What follows belongs to an exercise in optimizing a design on an open flow for small area; a production flow would make more cautious choices.
The RTL was checked by simulation tests, not by an equivalence proof against the original design.
No activity file was given, so power comes from the tool's default toggle rates.

## yarrow
==> flow/design.v (excerpt) <==
module MIPS_ALU_top (
    input             clk,
    input      [31:0] dataA,
    input      [31:0] dataB,
    input      [3:0]  control,
    input      [4:0]  shmt,
    output reg [31:0] dataC,
    output reg        carry,
    output reg        zero,
    output reg        negative
);
wire [32:0] r_w;
wire        negative_w;
reg  [32:0] r_q;
reg         negative_q;
ALU alu_unit (
    .dataA(dataA),
    .dataB(dataB),
    .control(control),
    .shmt(shmt),
    .R(r_w),
    .negative(negative_w)
);
always @(posedge clk) begin
    r_q        <= r_w;
    negative_q <= negative_w;
    dataC      <= r_q[31:0];
    carry      <= r_q[32];
    zero       <= (r_q == 33'd0);
    negative   <= negative_q;
end
endmodule
Size in the first run: roughly 69 flip-flops, ~110 I/O pins, about 17000 sq um of cells after synthesis.
Settings: LEC_CHECK=0, ABC_AREA=1, CAP_MARGIN=20, CORE_MARGIN=2, CORE_UTILIZATION=50, CTS_BUF_LIST=sky130_fd_sc_hd__clkbuf_4 sky130_fd_sc_hd__clkbuf_8, GPL_TIMING_DRIVEN=0, SETUP_SLACK_MARGIN=0.2, SLEW_MARGIN=20; clock period 11.0 ns.
run.sh (not shown) runs the stock make flow with config.mk's settings and CLKGATE_MAP_FILE= SYNTH_SCRIPT=/design/flow/synth_recipe.tcl, a recipe that flattens the netlist after the stock synthesis.
For lagoon, these inputs were changed with respect to yarrow:
- clearing SETUP_SLACK_MARGIN, which used to be 0.2
- clearing CTS_BUF_LIST, which used to be sky130_fd_sc_hd__clkbuf_4 sky130_fd_sc_hd__clkbuf_8
- swapping 50 for 40 in CORE_UTILIZATION
- clearing GPL_TIMING_DRIVEN, which used to be 0
==> comparison <==
lagoon: done, clean on timing, DRC and antenna
In the reports for yarrow and lagoon, the larger leakage power figure belongs to lagoon.
[compare] base=yarrow new=lagoon: switching part of the total power fell by 1.1 points, via count of the first global-routing pass fell by 168, total number of vias fell by 4.0%.
Lower placement-stage cell area was reported by yarrow, not lagoon.
A cell with the largest stage delay on the worst path of sky130_fd_sc_hd__clkbuf_1 is what yarrow shows, while sky130_fd_sc_hd__o21ai_0 belongs to lagoon.
lagoon vs yarrow, post-route worst hold slack went down by 4.0 ps.
Summary of the comparison: worst setup slack is higher in lagoon, relative to yarrow.
Relative to lagoon, the following input files were edited for pepper:
- GPL_TIMING_DRIVEN now 0, previously not set
- SETUP_SLACK_MARGIN now 0.2, previously not set
- CTS_BUF_LIST now sky130_fd_sc_hd__clkbuf_4 sky130_fd_sc_hd__clkbuf_8, previously not set
Notes after the runs:
pepper: flow completed, timing, DRC and antenna clean
Between lagoon and pepper, the worst-case clock skew figures differ only marginally.
In pepper, flop-to-flop setup slack is lower than in lagoon.
The lower final design instance area without fill came out of pepper.
Global routing usage on met3 for pepper: 3.6 points up relative to lagoon
Measured against each other, lagoon and pepper differ in routed via count divided by cell count, the higher figure coming from pepper.
Synthesis-to-layout area growth in pepper is 2.7 points lower than in lagoon
lagoon -> pepper: total clock buffers created by CTS delta 0, exact match
Power in combinational cells was lower in pepper than in lagoon.
Going from lagoon to pepper, worst path arrival time saw an increase, total power saw a decrease, placement-stage cell area saw a decrease.
The following lists how amber was set up differently from pepper:
- a deleted CTS_BUF_LIST that had been sky130_fd_sc_hd__clkbuf_4 sky130_fd_sc_hd__clkbuf_8
[summary]
- Summary — final setup slack of the worst path, amber relative to pepper: higher, by 120 ps.
- Diff pepper -> amber: post-route total power went up 78 uW, non-filler instance count after layout held.
- Between amber and pepper, it is amber whose layout-stage area growth over the synthesis result is higher, by 0.72 points.
--- input diff amber..quartz ---
- putting CTS_BUF_LIST at sky130_fd_sc_hd__clkbuf_4 sky130_fd_sc_hd__clkbuf_8 where nothing was set
==> flow/flow/run.sh (new file) <==
#!/bin/bash
set -uo pipefail
W=$(pwd)
{ cat <<'EOT'
# synth_recipe.tcl with ABC's -script argument pointed at flow/abc.script
proc abc {args} {
  set i [lsearch -exact $args -script]
  if {$i >= 0} { lset args [expr {$i + 1}] @ABC@ }
  yosys abc {*}$args
}
EOT
cat synth_recipe.tcl; } | sed "s#@ABC@#$W/flow/abc.script#" > synth_abc.tcl
bash standard.sh SYNTH_SCRIPT=$W/synth_abc.tcl synth > synth.log 2>&1 || exit 1
bash standard.sh > layout.log 2>&1
==> flow/flow/abc.script (new file) <==
strash
&get -n
&st
&dch
&nf -R 1000
&put
topo
stime -c
buffer -c
upsize -c
dnsize -c
==> flow/standard.sh (new file) <==
#!/bin/bash
# synth_recipe.tcl (not shown) runs the flow's synth.tcl, then flattens the netlist and writes it again
# the make line also repeats each setting of config.mk as NAME=value (left out here)
make -C /OpenROAD-flow-scripts/flow DESIGN_CONFIG=/design/flow/config.mk WORK_HOME=/design/flow/orfs CLKGATE_MAP_FILE= SYNTH_SCRIPT=/design/flow/synth_recipe.tcl "${@:-finish}"
removed: flow/run.sh
Results
Compared with amber, in quartz clock network fraction of total power lower; worst-case hold slack higher; number of distinct standard cells referenced by the synthesized netlist higher; required time of the worst setup path higher.

* * *

MIPS_ALU_top, a different RTL version from the one above (not shown whole).
For scale: roughly 69 flip-flops, roughly 110 I/O pins.
make LEC_CHECK=0 ABC_AREA=1 CAP_MARGIN=20 CORE_MARGIN=2 CORE_UTILIZATION=40 CTS_BUF_LIST='sky130_fd_sc_hd__clkbuf_4 sky130_fd_sc_hd__clkbuf_8' GPL_TIMING_DRIVEN=0 SETUP_SLACK_MARGIN=0.2 SLEW_MARGIN=20 finish   # period 11.0 ns
Stock flow here: none of the scripts above is used.
Next try:
==> flow/flow/run.sh (new file) <==
#!/bin/bash
set -uo pipefail
W=$(pwd)
{ cat <<'EOT'
# synth_recipe.tcl with ABC's -script argument pointed at flow/abc.script
proc abc {args} {
  set i [lsearch -exact $args -script]
  if {$i >= 0} { lset args [expr {$i + 1}] @ABC@ }
  yosys abc {*}$args
}
EOT
cat synth_recipe.tcl; } | sed "s#@ABC@#$W/flow/abc.script#" > synth_abc.tcl
bash standard.sh SYNTH_SCRIPT=$W/synth_abc.tcl synth > synth.log 2>&1 || exit 1
bash standard.sh > layout.log 2>&1
==> flow/flow/abc.script (new file) <==
strash
dch
map -a -B 0.9
topo
stime -c
buffer -c
upsize -c
dnsize -c
==> flow/standard.sh (new file) <==
#!/bin/bash
# synth_recipe.tcl (not shown) runs the flow's synth.tcl, then flattens the netlist and writes it again
# the make line also repeats each setting of config.mk as NAME=value (left out here)
make -C /OpenROAD-flow-scripts/flow DESIGN_CONFIG=/design/flow/config.mk WORK_HOME=/design/flow/orfs CLKGATE_MAP_FILE= SYNTH_SCRIPT=/design/flow/synth_recipe.tcl "${@:-finish}"
removed: flow/run.sh
Routed wire length goes down by 3.5%.
Clock-buffer cell count falls by 3.
Synthesized cell count falls by 12%.
Die area goes down by 5.3%.
Global-route usage came out higher by 0.96 points.
Synthesized area drops by 5.4%.
Setup slack loses 0.057 ns.
Final area came out lower by 2.5%.
Worst hold slack hardly moves.
Power fell by 1.0%.
Sequential share of layout area came out higher by 0.18 points.
Next try:
==> flow/flow/abc.script (replaced) <==
strash
&get -n
&st
&dch
&nf -R 1000
&put
topo
stime -c
buffer -c
upsize -c
dnsize -c
--- a/flow/config.mk
+++ b/flow/config.mk
@@ -11 +11 @@
-export CORE_UTILIZATION = 40
+export CORE_UTILIZATION = 33
Synthesized area decreases by a few percent.
Hold slack hardly moves.
Count of clock-buffer cells in the layout decreases by 1.
Design area decreases slightly.
Sequential share of layout area increases by 0.11 points.
Power increases by roughly a tenth.
Final cell count decreases by roughly a tenth.
Wire length decreases by a few percent.
First-iteration DRC count increases by about a fifth.
Sequential power decreases by a few percent.
Via count decreases by a few percent.

==> port drivers added, routing unchanged <==
In the flow no input, the clock included, has a driving cell. The finished layouts below were timed again as built, in two steps. Step 1, drivers: a clkbuf_16 drives clk and a buf_2 each remaining input, both assumed. Step 2 times the ports against the registers' clock, not the clock port: input delays grow and output delays shrink by t, the midpoint of the rising clock arrivals with the driver on. Slacks: ideal ports / drivers / drivers and shift; pairs: ideal ports / drivers.
| run | t, ns | setup WS [ns] | clock arrival spread, ns | worst data-port slew with drivers (ns) | pins driven straight from the clock port |
|---|---|---|---|---|---|
| yarrow | 0.352 | 0.241 / 0.237 / -0.116 | 0.004 / 0.005 | 0.06 | 1 |
| lagoon | 0.357 | 0.387 / 0.395 / 0.038 | 0.005 / 0.004 | 0.07 | 1 |
| pepper | 0.356 | 0.283 / 0.286 / -0.070 | 0.008 / 0.008 | 0.05 | 1 |
| amber | 0.349 | 0.405 / 0.410 / 0.061 | 0.005 / 0.005 | 0.05 | 1 |
| quartz | 0.373 | 0.282 / 0.293 / -0.081 | 0.005 / 0.005 | 0.05 | 1 |
| the first run of note 2 | 0.359 | 0.300 / 0.304 / -0.056 | 0.004 / 0.005 | 0.05 | 1 |
| the second run of note 2 | 0.352 | 0.243 / 0.244 / -0.109 | 0.007 / 0.007 | 0.06 | 1 |
| the third run of note 2 | 0.359 | 0.459 / 0.461 / 0.102 | 0.006 / 0.006 | 0.05 | 1 |
With both steps, setup timing fails in 5 of these runs, where it was met with ideal ports. For quartz, which loses most, drivers alone change the setup slack by +0.011 ns; drivers and shift together by -0.363 ns.
